This design comes from an exercise in tuning for small area and few clock cycles on the open sky130 flow, not from production work.
Only simulation tests tie the RTL to the original design; equivalence was not proved.
Power figures rest on the tool's default switching activity, not on a simulated workload.

## mips_top
module mips_top(
    input         clk,
    input         reset,
    output [31:0] imem_addr,
    input  [31:0] imem_data,
    output [31:0] dmem_addr,
    output [31:0] dmem_wdata,
    output        dmem_we,
    input  [31:0] dmem_rdata
    );
==> module exec, before the edit <==
module exec(
	input         reset,
	input  [31:0] inst,
	input  [31:0] a,
	input  [31:0] b,
	input  [31:0] rdata,
	output [31:0] addr,
	output        eq,
	output [31:0] wd,
	output [15:0] wen0,
	output [15:0] wen1);
	wire en, sub, subn, s_sum, s_ld, s_lt, s_aon, s_orn;
	exec_ctl ctl(.reset(reset), .inst(inst), .en(en), .sub(sub), .subn(subn),
		.s_sum(s_sum), .s_ld(s_ld), .s_lt(s_lt), .s_aon(s_aon), .s_orn(s_orn),
		.wen0(wen0), .wen1(wen1));
	wire [31:0] t;
	wire        th;
	c_a21o th_(inst[31], inst[15], sub, th);
	wire [31:0] k;
	genvar i;
	generate
		for (i = 0; i < 32; i = i + 1) begin : kb
			wire bn;
			if (i < 16) begin : lo
				c_a21o  t_(inst[31], inst[i], sub, t[i]);
			end else begin : hi
				assign t[i] = th;
			end
			c_nand2 g(b[i], en, bn);
			c_xnor2 x(bn, t[i], k[i]);
		end
	endgenerate
	wire [31:0] sum = addr;
	wire [31:0] pn, gn;
	wire        cout;
	alu_add add(.a(a), .k(k), .cin(sub), .cinn(subn), .sum(addr), .pn(pn), .gn(gn), .cout(cout));
	exec_eq cmp(.pn(pn), .eq(eq));
	generate
		for (i = 0; i < 32; i = i + 1) begin : rb
			wire x;
			if (i == 0) begin : b0
				exec_r0 m(s_aon, gn[0], s_orn, pn[0], s_lt, cout, x);
			end else begin : bn
				c_o22ai m(s_aon, gn[i], s_orn, pn[i], x);
			end
			c_a221o o(s_ld, rdata[i], s_sum, sum[i], x, wd[i]);
		end
	endgenerate
endmodule
==> module exec_ctl, before the edit <==
module exec_ctl(
	input         reset,
	input  [31:0] inst,
	output        en, sub, subn, s_sum, s_ld, s_lt, s_aon, s_orn,
	output [15:0] wen0,
	output [15:0] wen1);
	wire [5:0] op = inst[31:26];
	wire [3:0] fn = inst[3:0];
	wire isR  = (op == 6'b000000);
	wire isLW = (op == 6'b100011);
	wire r    = isR & ~reset;
	assign en    = ~op[5];
	assign sub   = ~op[5] & ~op[2] & fn[1];
	assign subn  = ~sub;
	assign s_sum = r & (fn[3:2] == 2'b00) & ~fn[0];
	assign s_ld  = isLW & ~reset;
	assign s_lt  = r & (fn == 4'b1010);
	assign s_aon = ~(r & (fn[3:1] == 3'b010));
	assign s_orn = ~(r & (fn == 4'b0101));
	wire [3:0] lo, hi;
	exec_wpre pre(.inst(inst), .isR(isR), .isLW(isLW), .lo(lo), .hi(hi));
	genvar i, j;
	generate
		for (i = 0; i < 4; i = i + 1) begin : h_
			for (j = 0; j < 4; j = j + 1) begin : l_
				c_a21o g0(hi[i], lo[j], reset, wen0[4*i + j]);
				c_a21o g1(hi[i], lo[j], reset, wen1[4*i + j]);
			end
		end
	endgenerate
endmodule
==> module mips_top, before the edit <==
module mips_top(
    input         clk,
    input         reset,
    output [31:0] imem_addr,
    input  [31:0] imem_data,
    output [31:0] dmem_addr,
    output [31:0] dmem_wdata,
    output        dmem_we,
    input  [31:0] dmem_rdata
    );
	wire [31:0] inst = imem_data;
	reg  [31:2] pc;
	reg  [31:0] rf [0:15];
	wire [511:0] q;
	genvar gi;
	generate
		for (gi = 0; gi < 16; gi = gi + 1) begin : rfq
			assign q[32*gi +: 32] = rf[gi];
		end
	endgenerate
	wire [31:0] a, b;
	rf_read rda(.sel(inst[24:21]), .q(q), .y(a));
	rf_read rdb(.sel(inst[19:16]), .q(q), .y(b));
	wire [31:0] wd;
	wire [15:0] wen0, wen1;
	wire [31:0] addr;
	wire        eq;
	exec ex(.reset(reset), .inst(inst), .a(a), .b(b), .rdata(dmem_rdata),
		.addr(addr), .eq(eq), .wd(wd), .wen0(wen0), .wen1(wen1));
	integer k;
	always @(posedge clk)
		for (k = 0; k < 16; k = k + 1)
		begin
			if (wen0[k]) begin
				rf[k][15:4] <= wd[15:4];
				rf[k][3:0]  <= wd[3:0] | ({4{reset}} & k[3:0]);
			end
			if (wen1[k])
				rf[k][31:16] <= wd[31:16];
		end
	wire [29:0] pcn;
	nextpc np(.reset(reset), .inst(inst), .pc(pc), .eq(eq), .pcn(pcn));
	always @(posedge clk)
		pc <= pcn;
	assign imem_addr  = {pc, 2'b00};
	assign dmem_addr  = addr;
	assign dmem_wdata = b;
	assign dmem_we    = (inst[31:26] == 6'b101011) & ~reset;
endmodule
export LEC_CHECK = 0
export CAP_MARGIN = 20
export CORE_MARGIN = 2
export CORE_UTILIZATION = 48
export CTS_BUF_LIST = sky130_fd_sc_hd__clkbuf_16
export CTS_CLUSTER_DIAMETER = 80
export CTS_CLUSTER_SIZE = 28
export GPL_TIMING_DRIVEN = 0
export PLACE_DENSITY = 0.62
export SLEW_MARGIN = 20
export SYNTH_HIERARCHICAL = 1
create_clock -name core_clock -period 8.0 [get_ports {clk}]
standard.sh (not shown) runs the stock make flow with config.mk's settings and CLKGATE_MAP_FILE= SYNTH_SCRIPT=/design/flow/synth_recipe.tcl, a recipe that flattens the netlist after the stock synthesis.
==> flow/flow/run.sh <==
#!/bin/bash
# The standard layout, with one change: the port buffers are buf_2 cells
# (the standard flow picks a slow delay cell).
set -euo pipefail
export BUFFER_PORTS_ARGS="-buffer_cell sky130_fd_sc_hd__buf_2"
bash standard.sh > standard.log 2>&1
Testbench counts at the start, summed over its fixed seeds: cycles 74,808.
==> next run, changes <==
--- a/flow/design.v
+++ b/flow/design.v
@@ -98,12 +98,11 @@
 	output [31:0] addr,
 	output        eq,
 	output [31:0] wd,
-	output [15:0] wen0,
-	output [15:0] wen1);
+	output [15:0] wen);
 	wire en, sub, subn, s_sum, s_ld, s_lt, s_aon, s_orn;
 	exec_ctl ctl(.reset(reset), .inst(inst), .en(en), .sub(sub), .subn(subn),
 		.s_sum(s_sum), .s_ld(s_ld), .s_lt(s_lt), .s_aon(s_aon), .s_orn(s_orn),
-		.wen0(wen0), .wen1(wen1));
+		.wen(wen));
 	wire [31:0] t;
 	wire        th;
 	c_a21o th_(inst[31], inst[15], sub, th);
@@ -148,8 +147,7 @@
 	input         reset,
 	input  [31:0] inst,
 	output        en, sub, subn, s_sum, s_ld, s_lt, s_aon, s_orn,
-	output [15:0] wen0,
-	output [15:0] wen1);
+	output [15:0] wen);
 	wire [5:0] op = inst[31:26];
 	wire [3:0] fn = inst[3:0];
 	wire isR  = (op == 6'b000000);
@@ -169,8 +167,7 @@
 	generate
 		for (i = 0; i < 4; i = i + 1) begin : h_
 			for (j = 0; j < 4; j = j + 1) begin : l_
-				c_a21o g0(hi[i], lo[j], reset, wen0[4*i + j]);
-				c_a21o g1(hi[i], lo[j], reset, wen1[4*i + j]);
+				c_a21o g(hi[i], lo[j], reset, wen[4*i + j]);
 			end
 		end
 	endgenerate
@@ -711,22 +708,18 @@
 	rf_read rda(.sel(inst[24:21]), .q(q), .y(a));
 	rf_read rdb(.sel(inst[19:16]), .q(q), .y(b));
 	wire [31:0] wd;
-	wire [15:0] wen0, wen1;
+	wire [15:0] wen;
 	wire [31:0] addr;
 	wire        eq;
 	exec ex(.reset(reset), .inst(inst), .a(a), .b(b), .rdata(dmem_rdata),
-		.addr(addr), .eq(eq), .wd(wd), .wen0(wen0), .wen1(wen1));
+		.addr(addr), .eq(eq), .wd(wd), .wen(wen));
 	integer k;
 	always @(posedge clk)
 		for (k = 0; k < 16; k = k + 1)
-		begin
-			if (wen0[k]) begin
-				rf[k][15:4] <= wd[15:4];
+			if (wen[k]) begin
+				rf[k][31:4] <= wd[31:4];
 				rf[k][3:0]  <= wd[3:0] | ({4{reset}} & k[3:0]);
 			end
-			if (wen1[k])
-				rf[k][31:16] <= wd[31:16];
-		end
 	wire [29:0] pcn;
 	nextpc np(.reset(reset), .inst(inst), .pc(pc), .eq(eq), .pcn(pcn));
 	always @(posedge clk)
Final area grows slightly.
Total power hardly moves.
Via count grows by a few percent.
Sequential share of layout area shrinks by 0.69 points.
Final cell count grows slightly.
First-iteration DRC count grows by roughly a tenth.
Worst hold slack got worse by 0.0095 ns.
Setup slack got worse by 0.034 ns.
Register-to-register slack got worse by 0.15 ns.
Die area shrinks slightly.
Flip-flop and latch count does not change.
Sequential power barely changes.
Testbench counts after the change, summed over its fixed seeds: cycles 74,808.

==> afterwards: timing with drivers on the ports <==
The flow's constraints put no driver on any port. The routed layouts listed below were extracted and timed again, unchanged, in two steps.
Step 1 sets driving cells, clkbuf_16 on the clock port and buf_2 on the other inputs (assumed; they add their load-dependent delay and slew).
Step 2 adds t to the input delays and takes it off the output delays; t is the mean of the earliest and latest rising clock arrival at the registers after step 1. Input paths then give back, and output paths get back, about the clock's delay inside the block.
Slacks: ideal / step 1 / step 2; pairs: ideal / step 1.
run	shift t [ns]	slack for setup (ns)	hold slack, ns	clock arrival spread, ns	worst slew at a driven data input, ns
the first run	0.667	0.146 / 0.120 / 0.120	0.583 / 0.583 / 0.583	0.043 / 0.043	0.05
the second run	0.671	0.112 / 0.091 / 0.091	0.573 / 0.573 / 0.573	0.026 / 0.027	0.08
After both steps setup and hold are still met in every run listed. For the first run, which loses most, drivers alone change the setup slack by -0.026 ns; drivers and shift together by -0.026 ns.
